This design comes from an exercise in tuning for small area, a short achievable clock period and few clock cycles per item on the open sky130 flow, not from production work. Function was checked by simulation only, so behaviour that the tests miss may differ from the original.

== run 1 ==
==> flow/design.v (excerpt) <==
module sigmoid_unit (
    input  wire               clk,
    input  wire               rst,
    input  wire               in_valid,
    input  wire signed [15:0] net_in,
    output wire               out_valid,
    output wire signed [31:0] f_net,
    output wire signed [31:0] x,
    output wire signed [31:0] y,
    output wire signed [31:0] z
);
For scale: roughly 1500 cells after synthesis, about 100 flip-flops, about 150 I/O pins, roughly 11000 um2 of cells after synthesis.
Settings: LEC_CHECK=0, ABC_AREA=1, CAP_MARGIN=20, CORE_MARGIN=2, CORE_UTILIZATION=40, CTS_CLUSTER_DIAMETER=500, CTS_CLUSTER_SIZE=100, SLEW_MARGIN=20; clock period 62.0 ns.
standard.sh (not shown) runs the stock make flow with config.mk's settings and CLKGATE_MAP_FILE= SYNTH_SCRIPT=/design/flow/synth_recipe.tcl, a recipe that flattens the netlist after the stock synthesis.
==> flow/flow/run.sh <==
#!/bin/bash
set -euo pipefail
export BUFFER_PORTS_ARGS="-buffer_cell sky130_fd_sc_hd__buf_2"
bash standard.sh > standard.log 2>&1
Testbench counts of run 1, summed over its fixed seeds: cycles 16,024, items 16,000.
### run 1 -> run 2
==> flow/flow/run.sh <==
#!/bin/bash
set -euo pipefail
export BUFFER_PORTS_ARGS="-buffer_cell sky130_fd_sc_hd__buf_1"
export SKIP_REPAIR_TIE_FANOUT=1
export SETUP_SLACK_MARGIN=48.9
bash standard.sh > standard.log 2>&1
--- a/flow/config.mk
+++ b/flow/config.mk
@@ -10,5 +10,4 @@
 export CORE_MARGIN = 2
 export CORE_UTILIZATION = 40
-export CTS_CLUSTER_DIAMETER = 500
-export CTS_CLUSTER_SIZE = 100
+export CTS_BUF_LIST = sky130_fd_sc_hd__clkbuf_4 sky130_fd_sc_hd__clkbuf_8
 export SLEW_MARGIN = 20
==> comparison <==
[run 2] met2 wire length rose about 4.3% relative to run 1. Comparing clock tree cell share of total cell area for run 2 and run 1, the bigger number came from run 1. Looking at run 2 and run 1, the post-route worst hold slack is a wash.
> inputs changed (run 2 -> run 3)
==> flow/flow/run.sh <==
#!/bin/bash
set -euo pipefail
export BUFFER_PORTS_ARGS="-buffer_cell sky130_fd_sc_hd__buf_1"
# one tie cell drives all constant outputs
export SKIP_REPAIR_TIE_FANOUT=1
bash standard.sh > standard.log 2>&1
### Flow results
Compared with run 2, highest clock rate in run 3 decreased slightly. Sort run 2 and run 3 by total met2 wirelength after detailed routing desc -> top: run 2. Compared with run 2, run 3 shows a fraction of area in multi-input gates that is 2.3 points higher. Compared to run 2, run 3 has routed wire length about 2.8% lower.


== garnet ==
Starting RTL as in the previous note.
clock: 62.0 ns
lec_check: 0
abc_area: 1
cap_margin: 20
core_margin: 2
core_utilization: 40
cts_buf_list: sky130_fd_sc_hd__clkbuf_4 sky130_fd_sc_hd__clkbuf_8
slew_margin: 20
==> flow/flow/run.sh <==
#!/bin/bash
set -euo pipefail
export BUFFER_PORTS_ARGS="-buffer_cell sky130_fd_sc_hd__buf_1"
# one tie cell drives all constant outputs
export SKIP_REPAIR_TIE_FANOUT=1
# stronger flip-flops where one drives several output buffers
export POST_GLOBAL_PLACE_TCL=$PWD/flow/upsize_out_ff.tcl UPSIZE_FF4_MIN=4 UPSIZE_FF2_MIN=2
bash standard.sh > standard.log 2>&1
==> flow/flow/upsize_out_ff.tcl <==
# Give the flip-flops that drive several output-port buffers (the copies of
# the sign bits, and the z bits that also drive f_net) a stronger drive.
set block [ord::get_db_block]
set n_up 0
foreach inst [$block getInsts] {
  if {[[$inst getMaster] getName] ne "sky130_fd_sc_hd__dfxtp_1"} { continue }
  set q [$inst findITerm Q]
  set net [$q getNet]
  if {$net eq "NULL"} { continue }
  set nout 0
  foreach it [$net getITerms] {
    if {[string match "output*" [[$it getInst] getName]]} { incr nout }
  }
  if {$nout >= $::env(UPSIZE_FF4_MIN)} {
    replace_cell [$inst getName] sky130_fd_sc_hd__dfxtp_4
    incr n_up
  } elseif {$nout >= $::env(UPSIZE_FF2_MIN)} {
    replace_cell [$inst getName] sky130_fd_sc_hd__dfxtp_2
    incr n_up
  }
}
puts "upsize_out_ff: resized $n_up flip-flops"
Testbench counts of garnet, summed over its fixed seeds: cycles 16,024, items 16,000.
Here is what was changed in the inputs of raven compared with garnet.
==> flow/flow/run.sh <==
#!/bin/bash
set -euo pipefail
export BUFFER_PORTS_ARGS="-buffer_cell sky130_fd_sc_hd__buf_1"
export SKIP_REPAIR_TIE_FANOUT=1
export SETUP_SLACK_MARGIN=49.3
bash standard.sh > standard.log 2>&1
removed: flow/flow/upsize_out_ff.tcl
==> comparison <==
Final standard cell count with taps included and fillers excluded essentially unchanged between garnet and raven. The share of the core filled with cells of raven exceeds that of garnet by 2.4 points.
Modified inputs, juniper compared to raven
==> flow/flow/run.sh <==
#!/bin/bash
set -euo pipefail
export BUFFER_PORTS_ARGS="-buffer_cell sky130_fd_sc_hd__buf_1"
# one tie cell drives all constant outputs
export SKIP_REPAIR_TIE_FANOUT=1
# stronger flip-flops where one drives several output buffers
export POST_GLOBAL_PLACE_TCL=$PWD/flow/upsize_out_ff.tcl UPSIZE_FF4_MIN=4 UPSIZE_FF2_MIN=99
bash standard.sh > standard.log 2>&1
==> flow/flow/upsize_out_ff.tcl (new file) <==
# Give the flip-flops that drive several output-port buffers (the copies of
# the sign bits, and the z bits that also drive f_net) a stronger drive.
set block [ord::get_db_block]
set n_up 0
foreach inst [$block getInsts] {
  if {[[$inst getMaster] getName] ne "sky130_fd_sc_hd__dfxtp_1"} { continue }
  set q [$inst findITerm Q]
  set net [$q getNet]
  if {$net eq "NULL"} { continue }
  set nout 0
  foreach it [$net getITerms] {
    if {[string match "output*" [[$it getInst] getName]]} { incr nout }
  }
  if {$nout >= $::env(UPSIZE_FF4_MIN)} {
    replace_cell [$inst getName] sky130_fd_sc_hd__dfxtp_4
    incr n_up
  } elseif {$nout >= $::env(UPSIZE_FF2_MIN)} {
    replace_cell [$inst getName] sky130_fd_sc_hd__dfxtp_2
    incr n_up
  }
}
puts "upsize_out_ff: resized $n_up flip-flops"
[summary]
- Compared with raven, juniper shows a area taken by flip-flops and latches that is about 3% lower.
- Compared to raven, juniper has slew at the pin closest to its max-slew limit 180 ps higher.
- Changes observed in juniper relative to raven: wire length the detailed router placed on met1 fell by about 8%; setup slack rose by 8.7 ps; flip-flop and latch count stayed essentially flat; met1 global-route usage fell by 2.1 points.
- Compared with raven, juniper shows a lower layout cell share with drive strength beyond 1.
Inputs modified between juniper and pepper:
Settings: CTS_BUF_LIST changed from sky130_fd_sc_hd__clkbuf_4 sky130_fd_sc_hd__clkbuf_8 to sky130_fd_sc_hd__clkbuf_8.
==> flow/flow/run.sh <==
#!/bin/bash
set -euo pipefail
export BUFFER_PORTS_ARGS="-buffer_cell sky130_fd_sc_hd__buf_1"
# one tie cell drives all constant outputs
export SKIP_REPAIR_TIE_FANOUT=1
bash standard.sh > standard.log 2>&1
removed: flow/flow/upsize_out_ff.tcl
==> comparison <==
Any difference in routed length on met1 between juniper and pepper is small enough to ignore. Changes observed in pepper relative to juniper: peak per-stage delay on the critical path now sits higher; design area now sits lower. pepper: signed area change from the synthesized netlist to the final layout is 0.54 points lower than what juniper reported. Final design utilization down 0.22 points in pepper wrt juniper. pepper -> juniper: worst hold margin flat.

-- re-timing with driven ports --
Ports are ideal in the flow. The routed layouts listed here were re-timed in OpenROAD.
Step 1: set_driving_cell puts a clkbuf_16 on clk and a buf_2 on each other input, an assumption about the parent block.
Step 2 adds t to the input delays and takes it off the output delays; t is the mean of the earliest and latest rising clock arrival at the registers after step 1. Input paths then give back, and output paths get back, about the clock's delay inside the block.
Slacks: no drivers / after step 1 / after step 2; pairs: no drivers / after step 1.
run | t (ns) | slack for setup (ns) | worst setup path at the end | worst data-port slew with drivers (ns)
run 1 | 0.403 | 48.725 / 48.677 / 49.080 | register to output | 0.03
run 2 | 0.424 | 48.717 / 48.677 / 49.101 | register to output | 0.03
run 3 | 0.424 | 48.659 / 48.619 / 49.043 | register to output | 0.03
garnet | 0.432 | 48.696 / 48.653 / 49.085 | register to output | 0.03
raven | 0.442 | 48.681 / 48.640 / 49.082 | register to output | 0.03
juniper | 0.424 | 48.690 / 48.650 / 49.075 | register to output | 0.03
pepper | 0.423 | 48.658 / 48.618 / 49.042 | register to output | 0.03
After both steps setup and hold are still met in every run listed.
